This design comes from an exercise in tuning for small area on the open sky130 flow, not from production work. Where RTL was checked, it was by simulation tests only, not by an equivalence proof against the original. The flow treats the clock pin as an ideal source. Dropping or thinning the clock tree relies on that and would not hold on a real chip. Power is estimated from default activity; no workload was simulated.

==> module wmtop, before the edit <==
module wmtop (
	clk,
	rst,
	start,
	waterfull,
	accelerate,
	stateindic,
	index_n,
	fourdigit,
	lastdigit
);
input clk, rst;
input start;
input accelerate;
input waterfull;
output [5:0] stateindic;
output [3:0] index_n;
output [7:0] fourdigit;
output [6:0] lastdigit;
function [6:0] seg7_n;
	input [3:0] v;
	reg w, x, y, z;
	begin
		{w, x, y, z} = v;
		seg7_n[6] = ~((w | y | x & z) | (~x & ~z));
		seg7_n[5] = ~((~x | y & z) | (~y & ~z));
		seg7_n[4] = ~(x | ~y | z);
		seg7_n[3] = ~(w | (~x & ~z) | (y & ~z) | (~x & y) | (x & ~y & z));
		seg7_n[2] = ~(~z & (~x | y));
		seg7_n[1] = ~(w | (~y & ~z) | (x & ~y) | (x & ~z));
		seg7_n[0] = ~((w | (y & ~z) | x & ~y) | (~x & y));
	end
endfunction
reg [2:0] a;
reg [2:0] z;
reg [4:0] q;
reg f1;
wire e4 = a[1] & a[0];			 
wire e40 = e4 & a[2] & z[2];		 
wire q24 = q[4] & q[3];			 
always @(posedge clk)
begin
	a[0] <= ~rst | ~a[0];
	a[1] <= ~rst | (a[1] ^ a[0]);
	a[2] <= ~rst | (a[2] ^ e4);
	z[0] <= ~rst | (e4 ? ~(z[0] | z[2]) : z[0]);
	z[1] <= rst & (e4 ? (z[1] ^ z[0]) & ~z[2] : z[1]);
	z[2] <= ~rst | (e4 ? z[1] & z[0] : z[2]);
	q[0] <= rst & (q[0] ^ (e40 & ~q24));
	q[1] <= rst & (q[1] ^ (e40 & q[0]));
	q[2] <= rst & (q[2] ^ (e40 & q[0] & q[1]));
	q[3] <= ~rst | (q[3] ^ (e40 & (q[0] & q[1] & q[2] | q24)));
	q[4] <= ~rst | (q[4] ^ (e40 & (q[0] & q[1] & q[2] & q[3] | q24)));
	f1 <= ~rst | (f1 ^ (e40 & q24));
end
wire f100 = z[2] | z[1] & (z[0] | a[1]);
wire scan_tick = a[2] & ~a[1] & ~a[0];
reg clk_reg;
reg clk_reg_d;
always @(posedge clk)
begin
	clk_reg <= accelerate ? f100 : f1;
	clk_reg_d <= clk_reg;
end
wire tick = clk_reg & ~clk_reg_d;
reg [2:0] b;
reg done;	 
wire sclr = ~rst | z[2] & z[0];	 
wire st_idle  = ~b[2] & ~b[1];
wire st_water = b[1] & b[0];
wire st_rinse = ~b[2] & ~b[0];
wire st_drain = b[2] & b[1];
wire st_dry   = ~b[1] & ~b[0];
wire st_alert = b[2] & b[0];
assign stateindic = ~{st_alert, st_dry, st_drain, st_rinse, st_water, st_idle};
always @(posedge clk)
begin
	b[0] <= sclr | (b[0] ? ~(st_water & ~waterfull) : st_dry & done);
	b[1] <= ~sclr & (b[1] ? ~(st_drain & done) : st_idle & ~start);
	b[2] <= ~sclr & (b[2] ? ~(st_alert & done) : st_rinse & done);
end
reg [3:0] t;
reg [3:0] s1;
reg [2:0] st;
reg [3:0] m;
wire run = ~b[0] | b[2];		 
wire fin = (m[3] & m[1])		 
	| (st_drain & st[1] & st[0])	 
	| (st_dry & m[2] & m[0])	 
	| (st_alert & st[0]);		 
wire e0 = tick;				 
wire e1 = e0 & t[3] & t[0];		 
wire e2 = e1 & s1[3] & s1[0];		 
wire e3 = e2 & st[2] & st[0];		 
wire k = run & ~(tick & fin);		 
wire kt = rst & k;
always @(posedge clk)
begin
	done <= run & tick & fin;
	t[0] <= kt & (t[0] ^ e0);
	t[1] <= kt & (t[1] ^ (e0 & t[0] & ~t[3]));
	t[2] <= kt & (t[2] ^ (e0 & t[0] & t[1]));
	t[3] <= kt & (t[3] ^ (e0 & t[0] & (t[3] | t[1] & t[2])));
	s1[0] <= k & (s1[0] ^ e1);
	s1[1] <= k & (s1[1] ^ (e1 & s1[0] & ~s1[3]));
	s1[2] <= k & (s1[2] ^ (e1 & s1[0] & s1[1]));
	s1[3] <= k & (s1[3] ^ (e1 & s1[0] & (s1[3] | s1[1] & s1[2])));
	st[0] <= k & (st[0] ^ e2);
	st[1] <= k & (st[1] ^ (e2 & st[0] & ~st[2]));
	st[2] <= k & (st[2] ^ (e2 & st[0] & (st[1] | st[2])));
	m[0] <= k & (m[0] ^ e3);
	m[1] <= k & (m[1] ^ (e3 & m[0]));
	m[2] <= k & (m[2] ^ (e3 & m[0] & m[1]));
	m[3] <= k & (m[3] ^ (e3 & m[0] & m[1] & m[2]));
end
reg [3:0] idx_n;	 
reg [3:0] number;
wire dflt = idx_n[0] & idx_n[1] & idx_n[2];
wire [3:0] sel;
assign sel[3] = ~idx_n[1] & m[3] & ~m[1] | dflt & s1[3];
assign sel[2] = ~idx_n[0] & st[2] | ~idx_n[1] & m[2] | dflt & s1[2];
assign sel[1] = ~idx_n[0] & st[1] | ~idx_n[1] & m[1] & ~m[3] | dflt & s1[1];
assign sel[0] = ~idx_n[0] & st[0] | ~idx_n[1] & m[0] | ~idx_n[2] & m[3] & m[1] | dflt & s1[0];
assign index_n = idx_n;
assign fourdigit = {seg7_n(number), 1'b1};
assign lastdigit = seg7_n(t);
always @(posedge clk)
begin
	idx_n <= ~rst ? 4'b1111 : scan_tick ? {idx_n[2:0], ~dflt} : idx_n;
	number <= ~rst ? 4'd0 : scan_tick ? sel : number;
end
endmodule
Settings: LEC_CHECK=0, CAP_MARGIN=20, CORE_MARGIN=2, CORE_UTILIZATION=40, GPL_TIMING_DRIVEN=0, SLEW_MARGIN=20; clock period 20.0 ns.
standard.sh (not shown) runs the stock make flow with config.mk's settings and CLKGATE_MAP_FILE= SYNTH_SCRIPT=/design/flow/synth_recipe.tcl, a recipe that flattens the netlist after the stock synthesis.
==> flow/flow/run.sh <==
#!/bin/bash
# Layout flow: the standard synthesis, then the combinational logic is
# mapped again with a stronger ABC script (the flip-flops, their names and
# cell types are kept exactly as the standard synthesis made them), then the
# standard ORFS layout from that netlist, with the smallest buffer on the ports.
set -euo pipefail
W=$PWD
R=$W/orfs/results/$FLOW_PLATFORM/wmtop/base
YOSYS=$(command -v yosys || echo "$FLOW_HOME/../tools/install/yosys/bin/yosys")
LIB=$FLOW_HOME/platforms/$FLOW_PLATFORM/lib/sky130_fd_sc_hd__tt_025C_1v80.lib

bash standard.sh synth > synth.log 2>&1
cp "$R/1_2_yosys.v" std_netlist.v

printf 'set_driving_cell sky130_fd_sc_hd__buf_1\nset_load 5\n' > abc.constr
# map the logic with each script in flow/, in parallel, and keep the smallest
for S in flow/resyn*.abc; do
  B=$(basename $S .abc)
  cat > $B.ys <<EOY
read_liberty -ignore_miss_func $LIB
read_verilog std_netlist.v
hierarchy -top $FLOW_TOP
setattr -mod -set keep_hierarchy 1 sky130_fd_sc_hd__df*
flatten
opt_clean -purge
abc -script $W/$S -liberty $LIB $(cat flow/dont_use.txt) -constr $W/abc.constr -D 20000
opt_clean -purge
hilomap -singleton -hicell sky130_fd_sc_hd__conb_1 HI -locell sky130_fd_sc_hd__conb_1 LO
splitnets
opt_clean -purge
select $FLOW_TOP
write_verilog -selected -noattr -noexpr -nohex -nodec $W/$B.v
select -clear
tee -o $W/$B.stat stat -liberty $LIB
EOY
  "$YOSYS" -s $B.ys > $B.log 2>&1 &
done
wait
BEST=$(for S in flow/resyn*.abc; do B=$(basename $S .abc); A=$(grep -o "Chip area for module.*: [0-9.]*" $B.stat | awk '{print $NF}'); [ -n "$A" ] && echo "$A $B"; done | sort -n | head -1 | awk '{print $2}')
echo "smallest mapping: $BEST" > resyn_choice.txt
cp $BEST.v resyn_netlist.v

cp resyn_netlist.v "$R/1_2_yosys.v"
rm -f "$R/1_synth.odb" "$R/1_synth.sdc"
export PRE_CTS_TCL=$W/flow/pre_cts.tcl CLK_PORT_NAME=clk CLK_LEAVES=4 CLK_LEAF_CELL=sky130_fd_sc_hd__buf_4 CLK_ROOT_CELL=none
bash standard.sh "BUFFER_PORTS_ARGS=-buffer_cell sky130_fd_sc_hd__buf_1" finish > standard.log 2>&1
Other scripts of this flow, unchanged in this note and not shown: flow/flow/dont_use.txt, flow/flow/pre_cts.tcl, flow/flow/resyn0.abc, flow/flow/resyn1.abc, flow/flow/resyn2.abc, flow/flow/resyn3.abc, flow/flow/resyn4.abc
Rerun with:
--- a/flow/design.v
+++ b/flow/design.v
@@ -114,18 +114,17 @@
 	m[3] <= k & (m[3] ^ (e3 & m[0] & m[1] & m[2]));
 end
-reg [3:0] idx_n;	 
+reg [2:0] c;
 reg [3:0] number;
-wire dflt = idx_n[0] & idx_n[1] & idx_n[2];
-wire [3:0] sel;
-assign sel[3] = ~idx_n[1] & m[3] & ~m[1] | dflt & s1[3];
-assign sel[2] = ~idx_n[0] & st[2] | ~idx_n[1] & m[2] | dflt & s1[2];
-assign sel[1] = ~idx_n[0] & st[1] | ~idx_n[1] & m[1] & ~m[3] | dflt & s1[1];
-assign sel[0] = ~idx_n[0] & st[0] | ~idx_n[1] & m[0] | ~idx_n[2] & m[3] & m[1] | dflt & s1[0];
-assign index_n = idx_n;
+assign index_n = ~{c[2] & c[1], ~c[2] & ~c[0], c[1] & c[0], ~c[2] & ~c[1]};
+wire m10 = m[3] & m[1];
+wire [3:0] m_ones = {m[3] & ~m[1], m[2], m[1] & ~m[3], m[0]};
+wire [3:0] sel = c[2] ? s1 : c[1] ? (c[0] ? m_ones : {3'b000, m10}) : {1'b0, st};
 assign fourdigit = {seg7_n(number), 1'b1};
 assign lastdigit = seg7_n(t);
 always @(posedge clk)
 begin
-	idx_n <= ~rst ? 4'b1111 : scan_tick ? {idx_n[2:0], ~dflt} : idx_n;
+	c[0] <= ~rst | (scan_tick ? c[0] & ~c[1] | c[2] & c[1] : c[0]);
+	c[1] <= rst & (scan_tick ? ~c[2] : c[1]);
+	c[2] <= ~rst | (scan_tick ? ~c[2] & ~c[0] : c[2]);
 	number <= ~rst ? 4'd0 : scan_tick ? sel : number;
 end
What happened: Area after synthesis went up by 0.68%; setup slack gains 0.17 ns; routed wire length went down by 2.0%; clock power went down by about 3%; synthesized cell count went up by 3.4%; critical path depth went up by 1; final area went up by 0.61%; first-iteration DRC count went up by 60%; maximum frequency went up by 2.9%; final cell count went up by 2.4%.
The RTL of the second run of this note was laid out without a check of its function. No run of this note takes its clock network from TritonCTS; it comes from the design's own scripts or RTL.

==> what the ideal ports hide <==
Ports are ideal in the flow. The routed layouts listed here were re-timed in OpenROAD.
Step 1, drivers: a clkbuf_16 drives clk and a buf_2 each remaining input, both assumed.
Step 2 adds t to the input delays and takes it off the output delays; t is the mean of the earliest and latest rising clock arrival at the registers after step 1. Input paths then give back, and output paths get back, about the clock's delay inside the block.
a / b / c = ideal / step 1 / step 2; a / b = the first two.
run	t (ns)	setup slack, ns	hold WS [ns]	slew at the worst register clock pin (ns)
the first run	0.181	14.223 / 14.245 / 14.063	0.352 / 0.352 / 0.352	0.10 / 0.10
the second run	0.178	14.388 / 14.343 / 14.251	0.350 / 0.350 / 0.350	0.10 / 0.10
After both steps every run listed still meets setup and hold. The setup slack of the first run, which loses most, moves by +0.022 ns with the drivers and by -0.160 ns with both steps.
